What follows belongs to an exercise in optimizing a design on an open flow for small area, a short achievable clock period and few clock cycles; a production flow would make more cautious choices.
RTL that was checked went through simulation tests only; none was proved equivalent to the original.
For runs 3 and 4, only the layout was checked, not whether the RTL still works.

==> run.sh <==
#!/bin/bash
# synth_recipe.tcl (not shown) runs the flow's synth.tcl, then flattens the netlist and writes it again
# the make line also repeats each setting of config.mk as NAME=value (left out here)
make -C /OpenROAD-flow-scripts/flow DESIGN_CONFIG=/design/flow/config.mk WORK_HOME=/design/flow/orfs CLKGATE_MAP_FILE= SYNTH_SCRIPT=/design/flow/synth_recipe.tcl finish
==> design.v <==
module JAM (
input CLK,
input RST,
output reg [2:0] W,
output reg [2:0] J,
input [6:0] Cost,
output reg [3:0] MatchCount,
output reg [9:0] MinCost,
output reg Valid );
localparam P = 6;    
localparam PASS1 = 3'd0, PASS2 = 3'd1, INIT = 3'd2, SEARCH = 3'd3, FIX = 3'd4, DONE = 3'd5;
reg [2:0] ph;
reg [6:0] v [0:7];      
reg [6:0] u [0:7];      
reg [2:0] arg [0:7];    
reg [2:0] arg2 [0:7];   
reg [7:0] big [0:7];    
reg [9:0] S0;           
reg [6:0] m;            
reg [2:0] am;           
reg [6:0] m2;           
reg [2:0] am2;          
reg [6:0] Vc;           
reg signed [11:0] R;    
reg [9:0] S [0:6];      
reg [2:0] a [0:6];      
reg [2:0] nxj [0:6];    
reg [6:0] hn;           
reg       bt_ok;        
reg [2:0] bt_d;         
integer k;
wire [2:0] d = W;
wire [2:0] j = J;
wire [2:0] dn = d + 3'd1;
wire [6:0] vj = Vc;
wire       c_lt_v = Cost < vj;
wire [6:0] vmin = c_lt_v ? Cost : vj;
wire [6:0] t = Cost - vj;
wire [6:0] tp = (ph == PASS1 && c_lt_v) ? 7'd0 : t;
wire       t_lt_m = (j == 3'd0) || (tp < m);
wire [6:0] mnew = t_lt_m ? tp : m;
wire [2:0] amnew = t_lt_m ? j : am;
wire       t_lt_m2 = (j == 3'd1) || (tp < m2);
wire [6:0] m2new = t_lt_m ? m : t_lt_m2 ? tp : m2;
wire [2:0] am2new = t_lt_m ? am : t_lt_m2 ? j : am2;
wire signed [11:0] ts = {5'd0, t};
wire       prune = ts > R;
wire       better = ts < R;
wire       leaf = (d == 3'd7);
reg [7:0] used;          
wire [2:0] argd = arg[d];
wire [6:0] ud = u[d];
reg [6:0] Un;           
wire signed [11:0] un_s = {5'd0, Un};
reg [2:0] argn;          
reg [2:0] arg2n;         
reg [2:0] argn2;         
reg [2:0] arg2n2;        
always @(*) begin
	argn2 = arg[0];
	arg2n2 = arg2[0];
	for (k = 0; k < 6; k = k + 1)
		if (d == k) begin
			argn2 = arg[k + 2];
			arg2n2 = arg2[k + 2];
		end
end
reg [6:0] un2;          
always @(*) begin
	un2 = u[0];
	for (k = 0; k < 6; k = k + 1)
		if (d == k) un2 = u[k + 2];
end
wire       is_top = (j == argd);
wire       skipok = R < 12'sd32;
wire [2:0] arg2d = arg2[d];
wire       is_sec = (j == arg2d);
wire       first2 = is_top | is_sec;
wire [7:0] bigd = big[d];
reg [7:0] gt;
always @(*) begin
	for (k = 0; k < 8; k = k + 1) gt[k] = first2 | (k > j);
end
wire [7:0] cand = ~used & ~(8'd1 << argd) & ~(8'd1 << arg2d) & gt & ~(bigd & {8{skipok}});
wire       sec_ok = is_top && !used[arg2d] && !(bigd[arg2d] && skipok);
wire       has_nx = sec_ok || (|cand);
reg  [2:0] nx0;
always @(*) begin
	nx0 = 3'd0;
	for (k = 7; k >= 0; k = k - 1) if (cand[k]) nx0 = k;
end
wire [2:0] nx = sec_ok ? arg2d : nx0;
wire [2:0] jsib = (ph == SEARCH) ? nx : (ph == INIT) ? arg[0] : j + 3'd1;
wire [6:0] v_sib = v[jsib];
wire [7:0] used2 = used | (8'd1 << j);
reg  [2:0] fu;
always @(*) begin
	fu = 3'd0;
	for (k = 7; k >= 0; k = k - 1) if (!used2[k]) fu = k;
end
wire       argn_free = !used2[argn];
wire       arg2n_free = !used2[arg2n];
wire [2:0] jdesc = argn_free ? argn : arg2n_free ? arg2n : fu;
wire [6:0] v_desc = v[jdesc];
reg       bt_ok2;
reg [2:0] bt_d2;
always @(*) begin
	bt_ok2 = 1'b0;
	bt_d2 = 3'd0;
	for (k = 0; k < 7; k = k + 1)
		if (hn[k] && k < bt_d) begin
			bt_ok2 = 1'b1;
			bt_d2 = k;
		end
end
wire [2:0] rd = (ph == FIX) ? d : bt_d;
wire signed [11:0] mc_s = {2'd0, MinCost};
wire signed [11:0] sbt_s = {2'd0, S[rd]};
wire signed [11:0] Rbt = mc_s - sbt_s;
wire [6:0] u_bt = u[bt_d + 3'd1];
wire [2:0] arg_bt = arg[bt_d + 3'd1];
wire [2:0] arg2_bt = arg2[bt_d + 3'd1];
reg [7:0] used_bt;
always @(*) begin
	used_bt = 8'd0;
	for (k = 0; k < 7; k = k + 1)
		if (k < bt_d) used_bt = used_bt | (8'd1 << a[k]);
end
wire [6:0] v_bt = v[nxj[bt_d]];
wire [9:0] Sd = MinCost - R[9:0];    
wire descend = !leaf && !prune;
wire sibling = !leaf && !(first2 && prune && d < P) && has_nx;
always @(posedge CLK or posedge RST) begin
	if (RST) begin
		ph <= PASS1;
		W <= 3'd0;
		J <= 3'd0;
		Valid <= 1'b0;
		MinCost <= 10'h3ff;
		MatchCount <= 4'd0;
		S0 <= 10'd0;
		bt_ok <= 1'b0;
		bt_d <= 3'd0;
	end else begin
		case (ph)
		PASS1: begin
			{W, J} <= {W, J} + 6'd1;
			if (d > P && j == 3'd0) S0 <= S0 + {3'd0, m};    
			if (d == 3'd7 && j == 3'd7) ph <= PASS2;
		end
		PASS2: begin
			{W, J} <= {W, J} + 6'd1;
			if (d == 3'd1) S0 <= S0 + {3'd0, vj};
			else if (j == 3'd0 && d != 3'd1) S0 <= S0 + {3'd0, m};    
			if (d == P - 1 && j == 3'd7) ph <= INIT;
		end
		INIT: begin
			S0 <= S0 + {3'd0, m};    
			W <= 3'd0;
			J <= arg[0];
			bt_ok <= 1'b0;
			ph <= FIX;
		end
		SEARCH: begin
			if (leaf) begin
				if (better) begin
					MinCost <= Sd + {3'd0, t};
					MatchCount <= 4'd1;
				end else if (!prune)
					MatchCount <= MatchCount + 4'd1;
			end
			if (descend) begin
				W <= dn;
				J <= jdesc;
				if (has_nx) begin
					bt_ok <= 1'b1;
					bt_d <= d;
				end
			end else if (sibling)
				J <= nx;
			else if (bt_ok) begin
				W <= bt_d;
				J <= nxj[bt_d];
				bt_ok <= bt_ok2;
				bt_d <= bt_d2;
				if (leaf && better) ph <= FIX;
			end else begin
				ph <= DONE;
				Valid <= 1'b1;
			end
		end
		FIX: ph <= SEARCH;
		default: ;
		endcase
	end
end
always @(posedge CLK) begin
	if (ph == PASS1) begin
		if (d == 3'd0) v[j] <= Cost;
		else v[j] <= vmin;
	end
	if (ph == PASS2 || (ph == PASS1 && d >= P)) begin
		m <= mnew;
		am <= amnew;
		m2 <= m2new;
		am2 <= am2new;
		big[d][j] <= (tp[6:5] != 2'd0);
		if (j == 3'd7) begin
			u[d] <= mnew;
			arg[d] <= amnew;
			arg2[d] <= am2new;
		end
	end
	if (ph == INIT) begin
		S[0] <= S0 + {3'd0, m};    
		Un <= u[1];
		argn <= arg[1];
		arg2n <= arg2[1];
		used <= 8'd0;
	end
	if (ph == FIX)
		R <= Rbt;
	if (ph == PASS1 || ph == PASS2 || ph == INIT)
		Vc <= v_sib;
	if (ph == SEARCH) begin
		if (!leaf) begin
			a[d] <= j;
			nxj[d] <= nx;
			hn[d] <= has_nx;
			S[d] <= Sd;
		end
		if (descend) begin
			R <= (R + un_s) - ts;
			Un <= un2;
			argn <= argn2;
			arg2n <= arg2n2;
			used <= used2;
			Vc <= v_desc;
		end else if (sibling)
			Vc <= v_sib;
		else begin
			R <= Rbt;
			Un <= u_bt;
			argn <= arg_bt;
			arg2n <= arg2_bt;
			used <= used_bt;
			Vc <= v_bt;
		end
	end
end
endmodule
==> constraint.sdc <==
create_clock -name core_clock -period 5.0 [get_ports {CLK}]
set_input_delay 1.0000 -clock core_clock [delete_from_list [all_inputs] [get_ports {CLK}]]
set_output_delay 1.0000 -clock core_clock [all_outputs]
set_load 0.01 [all_outputs]
==> config.mk <==
export PLATFORM = sky130hd
export DESIGN_NAME = JAM
export DESIGN_NICKNAME = JAM
export VERILOG_FILES = /design/flow/design.v
export SDC_FILE = /design/flow/constraint.sdc
export NUM_CORES = 4
export LEC_CHECK = 0
export ABC_AREA = 1
export CAP_MARGIN = 20
export CORE_MARGIN = 2
export CORE_UTILIZATION = 40
export CTS_BUF_LIST = sky130_fd_sc_hd__clkbuf_8
export SETUP_SLACK_MARGIN = 0.8
export SLEW_MARGIN = 20
==> results_dict.tcl, run 1 <==
set metrics [dict create \
    outcome "no timing/DRC/antenna violations" \
    cts_num_sinks 441 \
    cp_data_arrival_time_ns 4.44 \
    tightest_slew_ns 1.06 \
    fin_crit_sh_pct 80.0 \
    grt-ovfl-total 0 \
    grt_pass1_vias 22200 \
    grt_max_degree 71 \
    required_ns 5.45 \
    post-route-util_pct 46.5 \
    cts.path.max_buffers 3 \
    vias 23200 \
    syn_inst 3091 \
    antenna_found_initial 1 \
    grt_setup_unrepaired "false" \
    hp-class "reg -> reg" \
    worstSkewPairLatency_ns 0.71 \
    slew_violations 0 \
    grt_use_met1_pct 35.0 \
    synth_top_cell_area_share_pct 42.3 \
    fin_cells 4137 \
    htreeDepth 3 \
    initialDrtViolationCount 2662 \
    setup-violations-final 0 \
    fin_crit_ns 4.00 \
    yosys_most_used_dff "edfxtp_1" \
    worstSetupPathType "reg -> reg" \
    yosysTopAreaCell "edfxtp_1" \
    synthTopCellsByArea "edfxtp_1 42%, nand2_1 9.2%, o21ai_0 6.3%, inv_1 5.1%, ha_1 4.7%" \
    hold_slack_ns 0.473 \
    setup.worst_path.start_class "flip-flop" \
    fin_nets 3340 \
    final.fill_count 6223 \
    use_met3_pct 4.17 \
    rows 93 \
    core_mm2 0.0647 \
    maxCapViolCount 0 \
    crit_path_end_kind "flip-flop" \
    fin_ws_ns 1.00 \
    ios 30 \
    slew_headroom_pct 29.0 \
    place_ws_ns -0.206 \
    syn_area_per_cell_um2 8.49 \
    yosysWarnings 1 \
    start_util_pct 40.6 \
    async_flop_share_pct 8.62 \
    syn2layout_area_growth_pct 14.6 \
    clk_pin_slew_ns 0.06 \
    die_h_um 260 \
    numCtsBuffers 80 \
    top_usage_layer "met2" \
    path_max_fanout 16 \
    syn_area_mm2 0.0262 \
    io_buffers 29 \
    via_per_inst 5.61 \
    layout_common_cells "638 x nand2_1, 370 x edfxtp_1, 366 x inv_1, 311 x o21ai_0, 293 x nor2_1" \
    globalplace.congestion 0.941 \
    stdcell_area_mm2 0.0301 \
    ys_seq_elements 441 \
    synth_edf_count 370 \
    post-route-drc-count 0 \
    ant_nets 0 \
    grt_pass1_wl_um 132000 \
    timing.fmax_mhz 250 \
    mappedNetlistNets 3212 \
    fin_skew_ns 0.0538 \
    dp.cells 3983 \
    dpl_cell_area_mm2 0.0282 \
    cts-root-buf "clkbuf_8" \
    track_usage_pct 25.6 \
    drt_pass1_iterations 8 \
    synth_seq_area_share_pct 48.5 \
    drt-wirelength-per-cell_um 21.2 \
    final-hold-violation-count 0 \
    final_common_cell "nand2_1" \
    finalWirelength_um 87700 \
    dieArea_mm2 0.0677 \
    final_layout_size_suffix_gt1_share_pct 12.6 \
    fp.dieW_um 260 \
    tns_ns 0 \
    cts_tree "built" \
    dp_hpwl_um 60900 \
    post_synth_num_cell_types 71 \
    cts_hold_buf 0 \
    use_met2_pct 40.9 \
]
worst max-delay path, cell delays in order, from the launching register on:
cell	delay (ns)
dfrtp_1	0.40
buf_4	0.34
ha_1	0.26
ha_1	0.34
inv_1	0.17
nand2_1	0.21
a21oi_1	0.09
o21ai_0	0.16
nand2_1	0.14
a21oi_1	0.14
o21ai_0	0.10
nand2_1	0.30
clkinvlp_4	0.42
o21ai_0	0.26
o22ai_1	0.12
nand2_1	0.07
nand3_1	0.08
nand2_1	0.06
nand2_1	0.08
cell type report:
cell class                 count  area, um^2  share of cell area [%]
tap                          855        1070                    3.56
clock inverter                61         384                    1.28
clock buffer                  83        1140                    3.80
timing repair buffer         176        1530                    5.08
antenna                        1        2.50                 0.00832
timing repair inverter         1        7.51                  0.0250
sequential                   441       12700                    42.4
inverter                     374        1430                    4.77
multi-input combinational   2145       11800                    39.1
kinds of logic (layout without fill, tap and decap cells):
kind of cell	count (synthesis)	count (layout)	share of synthesized area, %
AND/OR/NAND/NOR	1244	1244	20.1
AO/OA/AOI/OAI	736	736	16.1
buffers and inverters	505	695	7.76
flip-flops	441	441	48.5
adder cells (fa/ha/maj)	112	112	5.71
XOR/XNOR	48	48	1.60
multiplexers	5	5	0.200
other	0	1	0
metal layers:
layer  up-vias  wire [um]
met4         0       2830
met1     11100      37300
met5         -          0
met3       186       7500
met2      1061      40100
li1      10900          -
path summary, 6_finish.rpt:
path | startpoint | cells past startpoint | slack [ns] | to
setup / recovery | J[0] | 18 | 1.00 | Vc[1]
hold / removal | Valid | 2 | 0.47 | Valid
setup reg to reg | J[0] | 18 | 1.00 | Vc[1]
hold reg to reg | Valid | 2 | 0.47 | Valid
max in group asynchronous | RST | 2 | 3.45 | W[0]
min in group asynchronous | RST | 2 | 0.87 | S0[0]
sequential cells by signal, indices dropped and copies added, names as in the netlist, 8 cells and up:
name,flops
MinCost,10
R,12
S,70
S0,10
a,21
arg,24
arg2,24
big,64
nxj,21
u,56
used,8
v,56
Yosys cell counts, types with 26 or more instances:
| cell type | n |
|---|---|
| nand2_1 | 645 |
| edfxtp_1 | 370 |
| inv_1 | 354 |
| o21ai_0 | 331 |
| nor2_1 | 302 |
| nand3_1 | 175 |
| a21oi_1 | 172 |
| ha_1 | 99 |
| clkbuf_1 | 90 |
| o211ai_1 | 48 |
| xor2_1 | 35 |
| dfxtp_1 | 33 |
| o21ai_1 | 31 |
| nand4_1 | 30 |
| dfrtp_1 | 28 |
| a211oi_1 | 27 |
| nor3_1 | 26 |
what timing repair did:
action / in CTS / in global routing
setup buffers: 0 / 7
gates resized for setup: 10 / 62
cloned: 0 / 2
pin swaps: 1 / 13
endpoints found under the setup margin: 53 / 195
Testbench counts, summed over its fixed seeds: cycles 1,829.
==> run 2, diff against run 1 <==
--- a/config.mk
+++ b/config.mk
@@ -8,7 +8,7 @@
 export ABC_AREA = 1
 export CAP_MARGIN = 20
 export CORE_MARGIN = 2
-export CORE_UTILIZATION = 40
+export CORE_UTILIZATION = 65
 export CTS_BUF_LIST = sky130_fd_sc_hd__clkbuf_8
 export SETUP_SLACK_MARGIN = 0.8
 export SLEW_MARGIN = 20
==> run 2 against run 1 <==
Compared with the run above: still clean; non-clock buffer count up 6; design area down 1.3%; wire length fell by 2.7%; sequential share of layout area rose by 0.57 points; critical endpoint is now J[2]; highest routed layer is now met5.
==> results_dict.tcl, run 2 <==
set metrics [dict create \
    synth_seq_area_share_pct 48.5 \
    cp_slowest_cell "edfxtp_1" \
    fin_crit_ns 4.17 \
    hp-class "reg -> reg" \
    tightest_slew_ns 1.15 \
    post-route-util_pct 74.5 \
    worstSetupPathType "reg -> reg" \
    globalplace.congestion 0.985 \
    drt_pass1_iterations 7 \
    final_common_cell "nand2_1" \
    yosysTopAreaCell "edfxtp_1" \
    synth_edf_count 370 \
    grt_pass1_wl_um 128000 \
    largest_reg_flops 70 \
    start_util_pct 65.9 \
    syn_inst 3091 \
    slew_violations 0 \
    ys_seq_elements 441 \
    ant_nets 0 \
    fp.dieW_um 205 \
    fin_crit_sh_pct 83.3 \
    regToRegStartpoint "Vc[0]" \
    grt-ovfl-total 0 \
    timing.fmax_mhz 240 \
    crit_top_cell "nand2_2" \
    mappedNetlistNets 3212 \
    outcome "no timing/DRC/antenna violations" \
    final_layout_size_suffix_gt1_share_pct 12.9 \
    grt_setup_unrepaired "true" \
    yosysWarnings 1 \
    finalWirelength_um 85300 \
    setup-violations-final 0 \
    final.fill_count 2858 \
    post-route-drc-count 0 \
    worstSetupStartpoint "Vc[0]" \
    layout_common_cells "636 x nand2_1, 370 x edfxtp_1, 368 x inv_1, 300 x o21ai_0, 287 x nor2_1" \
    async_flop_share_pct 8.62 \
    syn_area_mm2 0.0262 \
    regMostFlops "S" \
    hold_slack_ns 0.514 \
    cp_data_arrival_time_ns 4.74 \
    fin_cells 3800 \
    synth.most_common_cell "nand2_1" \
    drt-wirelength-per-cell_um 22.5 \
    dp.cells 3644 \
    track_usage_pct 40.3 \
    crit_path_end_kind "flip-flop" \
    path_max_fanout 6 \
    dp_hpwl_um 58200 \
    setup.worst_path.start_class "flip-flop" \
    slew_headroom_pct 23.4 \
    required_ns 5.57 \
    fin_skew_ns 0.0332 \
    cts_hold_buf 0 \
    dieArea_mm2 0.0420 \
    slowest_delay_ns 0.50 \
    cts_num_sinks 441 \
    grt_max_degree 71 \
    ios 30 \
    hold_start "MatchCount[2]" \
    fin_nets 3340 \
    vias 24300 \
    syn2layout_area_growth_pct 13.0 \
    initialDrtViolationCount 3288 \
    grt_pass1_vias 23100 \
    htreeDepth 3 \
    io_buffers 29 \
    maxCapViolCount 0 \
    final-hold-violation-count 0 \
    yosys_most_used_dff "edfxtp_1" \
    core_mm2 0.0398 \
    cts_tree "built" \
    worstSkewPairLatency_ns 0.67 \
    via_per_inst 6.39 \
    numCtsBuffers 75 \
    reg.largest.list "S: 70 flops, big: 64 flops" \
    cts.path.max_buffers 3 \
    yosys-top-cells-count "645 x nand2_1, 370 x edfxtp_1, 354 x inv_1" \
    antenna_found_initial 2 \
    clk_pin_slew_ns 0.06 \
    multiInputGateArea_mm2 0.0118 \
    syn_area_per_cell_um2 8.49 \
    synth_top_cell_area_share_pct 42.3 \
    cts-root-buf "clkbuf_8" \
    die_h_um 205 \
    synthTopCellsByArea "edfxtp_1 42%, nand2_1 9.2%, o21ai_0 6.3%, inv_1 5.1%, ha_1 4.7%" \
    post_synth_num_cell_types 71 \
    seq_area_mm2 0.0127 \
    rows 73 \
]
run 2: cell counts after synthesis:
No cell type changed its count.
run 2: cell families (layout without fill, tap and decap cells):
family	count (synthesis)	in the layout	share of synthesized area (%)
AO/OA/AOI/OAI	736	736	16.1
XOR/XNOR	48	48	1.60
adder cells (fa/ha/maj)	112	112	5.71
buffers and inverters	505	688	7.76
flip-flops	441	441	48.5
multiplexers	5	5	0.200
other	0	1	0
AND/OR/NAND/NOR	1244	1244	20.1
run 2: worst max-delay path: cells and delay by family, from the launching register on:
family                   cells  cell delay (ns)
AO/OA/AOI/OAI                8             1.09
XOR/XNOR                     2             0.39
adder cells (fa/ha/maj)      3             0.83
buffers and inverters        6             0.56
flip-flops                   1             0.50
AND/OR/NAND/NOR              7             0.71
run 2: area by class of cell:
cell class	instances	area share [%]
antenna	1	0.00844
clock inverter	53	0.970
multi-input combinational	2145	39.9
clock buffer	79	3.67
inverter	374	4.84
tap	525	2.22
timing repair buffer	182	5.41
sequential	441	43.0
run 2: worst paths after layout:
path,cells past startpoint,end,slack (ns)
setup / recovery,26,J[2],0.83
hold / removal,1,MatchCount[2],0.51
setup reg to reg,26,J[2],0.83
hold reg to reg,1,MatchCount[2],0.51
max in group asynchronous,3,W[2],3.77
min in group asynchronous,3,S0[7],0.78
run 2: routing by layer:
| layer | track usage, % | wire, um |
|---|---|---|
| met5 | 0 | 13 |
| met4 | 20.7 | 4680 |
| met3 | 9.64 | 11200 |
| met2 | 64.2 | 38900 |
| met1 | 51.6 | 30500 |
run 2: per-stage QoR:
stage	setup WS, ns	instance area [um^2]	TNS (ns)
2_1_floorplan	0.669	26300	0
3_3_place_gp	-0.295	27700	-3.48
3_5_place_dp	-0.393	27700	-12.52
4_1_cts	0.801	29200	0
5_1_grt	0.668	29700	0
6_report	0.833	29700	0
run 2: what timing repair did:
item | 4_1_cts | 5_1_grt
pin swaps | 9 | 18
setup buffers | 6 | 12
endpoints found under the setup margin | 174 | 174
cloned | 1 | 3
gates resized for setup | 28 | 74
==> run 3, diff against run 2 <==
--- a/design.v
+++ b/design.v
@@ -44,8 +44,6 @@
 wire [6:0] m2new = t_lt_m ? m : t_lt_m2 ? tp : m2;
 wire [2:0] am2new = t_lt_m ? am : t_lt_m2 ? j : am2;
 wire signed [11:0] ts = {5'd0, t};
-wire       prune = ts > R;
-wire       better = ts < R;
 wire       leaf = (d == 3'd7);
 reg [7:0] used;          
 wire [2:0] argd = arg[d];
@@ -128,6 +126,38 @@
 end
 wire [6:0] v_bt = v[nxj[bt_d]];
 wire [9:0] Sd = MinCost - R[9:0];    
+wire [12:0] pa = {6'd0, Cost};
+wire [12:0] pb = ~{6'd0, Vc};
+wire [12:0] pc = ~{R[11], R};
+wire [12:0] ps = pa ^ pb ^ pc;
+wire [12:0] pcy = {(pa[11:0] & pb[11:0]) | (pa[11:0] & pc[11:0]) | (pb[11:0] & pc[11:0]), 1'b1};
+wire [12:0] pd = ps + pcy;
+wire       prune = !pd[12];
+wire [12:0] ba = {R[11], R};
+wire [12:0] bb = {6'd0, Vc};
+wire [12:0] bc = ~{6'd0, Cost};
+wire [12:0] bs = ba ^ bb ^ bc;
+wire [12:0] bcy = {(ba[11:0] & bb[11:0]) | (ba[11:0] & bc[11:0]) | (bb[11:0] & bc[11:0]), 1'b0};
+wire [12:0] bd = bs + bcy;
+wire       better = !bd[12];
+wire [11:0] r1x = R;
+wire [11:0] r1y = {5'd0, Un};
+wire [11:0] r1z = {5'd0, Vc};
+wire [11:0] r1s = r1x ^ r1y ^ r1z;
+wire [11:0] r1c = {(r1x[10:0] & r1y[10:0]) | (r1x[10:0] & r1z[10:0]) | (r1y[10:0] & r1z[10:0]), 1'b0};
+wire [11:0] r2w = ~{5'd0, Cost};
+wire [11:0] r2s = r1s ^ r1c ^ r2w;
+wire [11:0] r2c = {(r1s[10:0] & r1c[10:0]) | (r1s[10:0] & r2w[10:0]) | (r1c[10:0] & r2w[10:0]), 1'b1};
+wire [11:0] Rdesc = r2s + r2c;
+wire [9:0] m1x = MinCost;
+wire [9:0] m1y = ~R[9:0];
+wire [9:0] m1z = ~{3'd0, Vc};
+wire [9:0] m1s = m1x ^ m1y ^ m1z;
+wire [9:0] m1c = {(m1x[8:0] & m1y[8:0]) | (m1x[8:0] & m1z[8:0]) | (m1y[8:0] & m1z[8:0]), 1'b1};
+wire [9:0] m2w = {3'd0, Cost};
+wire [9:0] m2s = m1s ^ m1c ^ m2w;
+wire [9:0] m2c = {(m1s[8:0] & m1c[8:0]) | (m1s[8:0] & m2w[8:0]) | (m1c[8:0] & m2w[8:0]), 1'b1};
+wire [9:0] leafcost = m2s + m2c;
 wire descend = !leaf && !prune;
 wire sibling = !leaf && !(first2 && prune && d < P) && has_nx;
 always @(posedge CLK or posedge RST) begin
@@ -164,7 +194,7 @@
 		SEARCH: begin
 			if (leaf) begin
 				if (better) begin
-					MinCost <= Sd + {3'd0, t};
+					MinCost <= leafcost;
 					MatchCount <= 4'd1;
 				end else if (!prune)
 					MatchCount <= MatchCount + 4'd1;
@@ -230,7 +260,7 @@
 			S[d] <= Sd;
 		end
 		if (descend) begin
-			R <= (R + un_s) - ts;
+			R <= Rdesc;
 			Un <= un2;
 			argn <= argn2;
 			arg2n <= arg2n2;
--- a/config.mk
+++ b/config.mk
@@ -8,7 +8,6 @@
 export ABC_AREA = 1
 export CAP_MARGIN = 20
 export CORE_MARGIN = 2
-export CORE_UTILIZATION = 65
-export CTS_BUF_LIST = sky130_fd_sc_hd__clkbuf_8
+export CORE_UTILIZATION = 40
 export SETUP_SLACK_MARGIN = 0.8
 export SLEW_MARGIN = 20
==> run 3 against run 2 <==
Compared with the run above: still clean; maximum frequency up 2.5%; via count is 4.6% lower; flip-flop and latch count did not move; global-route usage is 16 points lower; critical endpoint is now R[11]; largest cell class unchanged; highest routed layer is now met4.
==> results_dict.tcl, run 3 <==
set metrics [dict create \
    cts_tree "built" \
    start_util_pct 40.3 \
    synth_edf_count 370 \
    slew_violations 0 \
    synthTopCellsByArea "edfxtp_1 41%, nand2_1 8.6%, ha_1 5.8%, o21ai_0 5.0%, inv_1 4.7%" \
    final.fill_count 6416 \
    final_common_cell "nand2_1" \
    yosysWarnings 1 \
    tightest_slew_ns 1.12 \
    stdcell_area_mm2 0.0314 \
    grt_setup_unrepaired "true" \
    globalplace.congestion 0.947 \
    yosysTopAreaCell "edfxtp_1" \
    synth_seq_area_share_pct 47.3 \
    holdPathStages 2 \
    htreeDepth 2 \
    synthMuxAreaShare_pct 0.195 \
    grt_max_degree 82 \
    slowest_delay_ns 0.41 \
    critPathBufInv 6 \
    post-route-drc-count 0 \
    cts_hold_buf 0 \
    r2r_end "R[11]" \
    syn_area_mm2 0.0269 \
    syn_area_per_cell_um2 8.72 \
    core_mm2 0.0669 \
    crit_path_end_kind "flip-flop" \
    post_synth_num_cell_types 63 \
    layout_common_cells "608 x nand2_1, 370 x edfxtp_1, 325 x inv_1, 279 x nor2_1, 241 x o21ai_0" \
    antenna_found_initial 0 \
    syn2layout_area_growth_pct 16.7 \
    yosys_most_used_dff "edfxtp_1" \
    outcome "no timing/DRC/antenna violations" \
    path_max_fanout 6 \
    drt-wirelength-per-cell_um 21.3 \
    track_usage_pct 24.7 \
    slew_headroom_pct 25.2 \
    crit_family "compound AO/OA/AOI/OAI gates" \
    ios 30 \
    synth_top_family_by_area "simple AND/OR/NAND/NOR gates" \
    numCtsBuffers 51 \
    cp_data_arrival_time_ns 4.53 \
    io_buffers 29 \
    synth-simple-area-share_pct 19.2 \
    dieArea_mm2 0.0694 \
    worstSkewPairLatency_ns 0.63 \
    initialDrtViolationCount 2582 \
    cts_num_sinks 441 \
    hold_start "MinCost[9]" \
    final-hold-violation-count 0 \
    clk_pin_slew_ns 0.06 \
    post-route-util_pct 47.0 \
    regMostFlops "S" \
    dpl_cell_area_mm2 0.0289 \
    die_h_um 264 \
    required_ns 5.46 \
    cts-root-buf "clkbuf_16" \
    hold-path-endpoint "MinCost[9]" \
    regToRegStartpoint "ph[1]" \
    synthAdderAreaFrac_pct 8.73 \
    rows 95 \
    async_flop_share_pct 8.62 \
    via_per_inst 5.58 \
    final_layout_size_suffix_gt1_share_pct 13.4 \
    crit_top_cell "nand2_1" \
    fin_ws_ns 0.935 \
    grt-ovfl-total 0 \
    dp_hpwl_um 61700 \
    timing.fmax_mhz 246 \
    fin_skew_ns 0.0323 \
    reg2reg_slack_ns 0.93 \
    hp-class "reg -> reg" \
    synth_top_cell_area_share_pct 41.2 \
    vias 23200 \
    maxCapViolCount 0 \
    cts.path.max_buffers 3 \
    place_ws_ns -0.247 \
    setup.worst_path.start_class "flip-flop" \
    reg.largest.list "S: 70 flops, big: 64 flops" \
    synth-xor-area-share_pct 1.56 \
    finalWirelength_um 88400 \
    grt_pass1_vias 21600 \
    diodes 0 \
    worstSetupPathType "reg -> reg" \
    fp.dieW_um 264 \
    mappedNetlistNets 3262 \
    drt_pass1_iterations 8 \
    fin_crit_ns 4.07 \
    fin_crit_sh_pct 81.3 \
    synth.most_common_cell "nand2_1" \
    ys_seq_elements 441 \
    cp_slowest_cell "dfrtp_1" \
    setup-violations-final 0 \
    reg2reg_depth 27 \
    yosys-top-cells-count "614 x nand2_1, 370 x edfxtp_1, 337 x inv_1" \
    synth_compound_area_share_pct 15.8 \
    grt_pass1_wl_um 132000 \
    syn_inst 3089 \
    fin_nets 3409 \
    ant_nets 0 \
    largest_reg_flops 70 \
]
## run 3: final cells by class
| type | instances | area (um^2) | area share (%) |
|---|---|---|---|
| inverter | 363 | 1390 | 4.43 |
| timing repair buffer | 221 | 1880 | 5.98 |
| clock inverter | 32 | 323 | 1.03 |
| multi-input combinational | 2158 | 12700 | 40.4 |
| clock buffer | 62 | 1330 | 4.22 |
| sequential | 441 | 12700 | 40.5 |
| tap | 873 | 1090 | 3.47 |
## run 3: what timing repair did
action | CTS | global route
buffers inserted | 3 | 45
endpoints found under the setup margin | 133 | 154
gates cloned | 0 | 7
pin swaps | 4 | 31
resized for setup | 38 | 98
## run 3: tightest hold or removal path: stages, from the launching register on
cell and delay (ns):
dfstp_2 0.39, nand2_1 0.06, nand2_1 0.04
## run 3: through the flow
step                      std cells  setup TNS (ns)  hold WS (ns)
after floorplan                3089               0         0.475
after global placement         3998          -11.37         0.489
after detailed placement       4000          -16.75         0.488
after CTS                      4097               0         0.497
after global routing           4150               0         0.513
final                          4150               0         0.498
## run 3: routing by layer
metal,vias to the layer above,share of wire (%),track usage (%)
met2,938,46,39.6
met3,169,7.3,3.32
met4,0,3.2,8.22
met5,-,0,0
met1,11100,43,34.4
li1,11000,-,-
## run 3: worst max path at each step
stage                  from  endpoint  slack (ns)  cells past startpoint
finish                ph[1]     R[11]        0.93                     27
global route          ph[1]     R[11]        0.65                     27
CTS                   ph[1]     R[11]        0.72                     27
detailed placement  Cost[1]   u[0][6]       -0.25                     22
global placement    Cost[1]   u[6][3]       -0.17                     22
floorplan              W[0]      R[9]        0.84                     25
## run 3: cells by family after synthesis
logic type | after synthesis
AND/OR/NAND/NOR | 1229
multiplexers | 5
XOR/XNOR | 48
buffers and inverters | 492
AO/OA/AOI/OAI | 710
adder cells (fa/ha/maj) | 164
flip-flops | 441
==> run 4, diff against run 3 <==
--- a/config.mk
+++ b/config.mk
@@ -9,5 +9,5 @@
 export CAP_MARGIN = 20
 export CORE_MARGIN = 2
 export CORE_UTILIZATION = 40
-export SETUP_SLACK_MARGIN = 0.8
+export SETUP_SLACK_MARGIN = 1.1
 export SLEW_MARGIN = 20
==> run 4 against run 3 <==
Compared with the run above: flip-flop and latch count did not move; still clean; largest cell class is now multi-input combinational cells; sequential share of layout area shrank 0.66 points; area after synthesis unchanged; critical path type unchanged; worst setup slack worse by 0.038 ns.
==> results_dict.tcl, run 4 <==
set metrics [dict create \
    initialDrtViolationCount 2202 \
    reg.largest.list "S: 70 flops, big: 64 flops" \
    final_layout_size_suffix_gt1_share_pct 15.0 \
    dp.cells 3994 \
    yosys-top-cells-count "614 x nand2_1, 370 x edfxtp_1, 337 x inv_1" \
    tns_ns 0 \
    tightest_slew_ns 1.13 \
    synth.most_common_cell "nand2_1" \
    reg2reg_slack_ns 0.90 \
    antenna_found_initial 0 \
    finalWirelength_um 90100 \
    slew_violations 0 \
    layout_common_cells "595 x nand2_1, 370 x edfxtp_1, 321 x inv_1, 277 x nor2_1, 233 x o21ai_0" \
    syn_area_per_cell_um2 8.72 \
    ant_nets 0 \
    hp-class "reg -> reg" \
    synth_seq_area_share_pct 47.3 \
    cp_data_arrival_time_ns 4.44 \
    syn_area_mm2 0.0269 \
    fin_skew_ns 0.0329 \
    start_util_pct 40.3 \
    setup-violations-final 0 \
    die_h_um 264 \
    globalplace.congestion 0.942 \
    largest_reg_flops 70 \
    fin_crit_sh_pct 82.1 \
    track_usage_pct 25.1 \
    fin_cells 4158 \
    grt_pass1_wl_um 133000 \
    drt-wirelength-per-cell_um 21.7 \
    path_max_fanout 7 \
    dieArea_mm2 0.0694 \
    maxCapViolCount 0 \
    final_common_cell "nand2_1" \
    mappedNetlistNets 3262 \
    fin_crit_ns 4.10 \
    hold_slack_ns 0.503 \
    setup.worst_path.start_class "flip-flop" \
    cts_num_sinks 441 \
    numCtsBuffers 49 \
    regMostFlops "S" \
    grt_setup_unrepaired "true" \
    final.fill_count 6291 \
    r2r_end "m[2]" \
    io_buffers 29 \
    rows 95 \
    htreeDepth 2 \
    vias 23400 \
    diodes 0 \
    syn_inst 3089 \
    via_per_inst 5.62 \
    ios 30 \
    post_synth_num_cell_types 63 \
    yosys_most_used_dff "edfxtp_1" \
    clk_pin_slew_ns 0.07 \
    yosysTopAreaCell "edfxtp_1" \
    drt_pass1_iterations 6 \
    synthTopCellsByArea "edfxtp_1 41%, nand2_1 8.6%, ha_1 5.8%, o21ai_0 5.0%, inv_1 4.7%" \
    yosysWarnings 1 \
    endpoint "m[2]" \
    dp_hpwl_um 61000 \
    cts-root-buf "clkbuf_16" \
    fin_nets 3418 \
    fp.dieW_um 264 \
    grt-ovfl-total 0 \
    post-route-drc-count 0 \
    cts_tree "built" \
    ys_seq_elements 441 \
    syn2layout_area_growth_pct 18.7 \
    slew_headroom_pct 24.0 \
    synth_top_cell_area_share_pct 41.2 \
    synth_edf_count 370 \
    async_flop_share_pct 8.62 \
    seq_area_mm2 0.0127 \
    outcome "no timing/DRC/antenna violations" \
    crit_path_end_kind "flip-flop" \
    multiInputGateArea_mm2 0.0132 \
    reg2reg_depth 24 \
    timing.fmax_mhz 244 \
    grt_pass1_vias 22000 \
    regToRegStartpoint "Vc[1]" \
    worstSkewPairLatency_ns 0.61 \
    worstSetupPathType "reg -> reg" \
    grt_max_degree 82 \
    final-hold-violation-count 0 \
    cts.path.max_buffers 3 \
    required_ns 5.33 \
    worstSetupStartpoint "Vc[1]" \
    core_mm2 0.0669 \
]
## run 4: cell counts after synthesis
Identical to the previous run, type by type.
## run 4: per-layer routing
layer / global-route usage, % / part of all wire, % / vias to the layer above
met4: 9.31 / 4.0 / 0
met3: 3.50 / 8.0 / 223
met1: 33.9 / 42 / 11100
met5: 0 / 0 / -
met2: 41.1 / 46 / 1012
li1: - / - / 11000
## run 4: metrics by stage
stage	cell area, um^2	setup WS [ns]	util [%]
3_5_place_dp	28800	-0.144	43.1
4_1_cts	30900	1.02	46.2
5_1_grt	32000	0.750	47.8
3_3_place_gp	28800	-0.106	43.1
2_1_floorplan	27000	0.999	-
6_report	32000	0.897	47.8
## run 4: layout make-up
cell class | instances | area share [%]
clock buffer | 56 | 3.92
clock inverter | 35 | 1.03
inverter | 363 | 4.39
multi-input combinational | 2164 | 41.1
sequential | 441 | 39.9
tap | 873 | 3.42
timing repair buffer | 226 | 6.28
## run 4: kinds of logic (layout without fill, tap and decap cells)
logic type	count (synthesis)	after routing	synth area share [%]
flip-flops	441	441	47.3
AO/OA/AOI/OAI	710	718	15.8
XOR/XNOR	48	48	1.56
multiplexers	5	5	0.195
AND/OR/NAND/NOR	1229	1229	19.2
adder cells (fa/ha/maj)	164	164	8.73
buffers and inverters	492	680	7.23
## run 4: worst max-delay path: stages, from the launching register on
cell and delay, ns:
edfxtp_1 0.55, clkinvlp_4 0.29, ha_4 0.23, inv_2 0.04, nand2_2 0.04, a21oi_2 0.18, nor2_2 0.08, nor2_2 0.15
o21bai_1 0.10, nand2_1 0.09, nand2_1 0.07, a21oi_2 0.21, nand2_4 0.13, nand3_4 0.13, clkinvlp_4 0.15, ha_4 0.30
a21oi_2 0.05, nand3b_1 0.15, o211ai_1 0.12, nand2_2 0.17, buf_4 0.18, buf_6 0.12, buf_12 0.14, nand2_8 0.07
o21ai_4 0.07
## run 4: how the worst min path moves through the flow
stage | slack (ns) | depth (start not counted) | endpoint | from
6_report | 0.50 | 1 | MatchCount[2] | MatchCount[2]
5_1_grt | 0.54 | 1 | MatchCount[2] | MatchCount[2]
4_1_cts | 0.50 | 1 | MatchCount[2] | MatchCount[2]
3_5_place_dp | 0.49 | 1 | MatchCount[2] | MatchCount[2]
3_3_place_gp | 0.49 | 1 | MatchCount[2] | MatchCount[2]
2_1_floorplan | 0.48 | 2 | used[4] | used[4]
## run 4: what timing repair did
action                                  CTS  global route
cloned                                    3            10
buffers inserted                         29            30
pin swaps                                22            52
resized for setup                        89           151
endpoints found under the setup margin  170           188
hold buffers                              0             0

==> afterwards: timing with drivers on the ports <==
The results above use ideal ports. As a check the final layouts listed here were re-extracted and re-timed, cells and wires unchanged. Step 1 assumes that a clkbuf_16 drives the clock port and a buf_2 every other input. Step 2 also shifts input and output timing later by t, the mid clock arrival at the registers, as if the neighbouring blocks saw the same clock. Slacks: ideal / step 1 / step 2; pairs: ideal / step 1.
| run | t, ns | setup WS [ns] | worst hold slack (ns) | clock arrival spread, ns |
|---|---|---|---|---|
| run 1 | 0.740 | 1.002 / 1.002 / 0.304 | 0.473 / 0.473 / 0.473 | 0.054 / 0.054 |
| run 2 | 0.710 | 0.833 / 0.833 / 0.134 | 0.514 / 0.514 / 0.514 | 0.033 / 0.033 |
| run 3 | 0.684 | 0.935 / 0.935 / 0.332 | 0.498 / 0.498 / 0.498 | 0.034 / 0.034 |
| run 4 | 0.661 | 0.897 / 0.897 / 0.345 | 0.503 / 0.503 / 0.503 | 0.033 / 0.034 |
After both steps setup and hold are still met in every run listed. The setup slack of run 2, which loses most, moves by 0.000 ns with the drivers and by -0.699 ns with both steps.
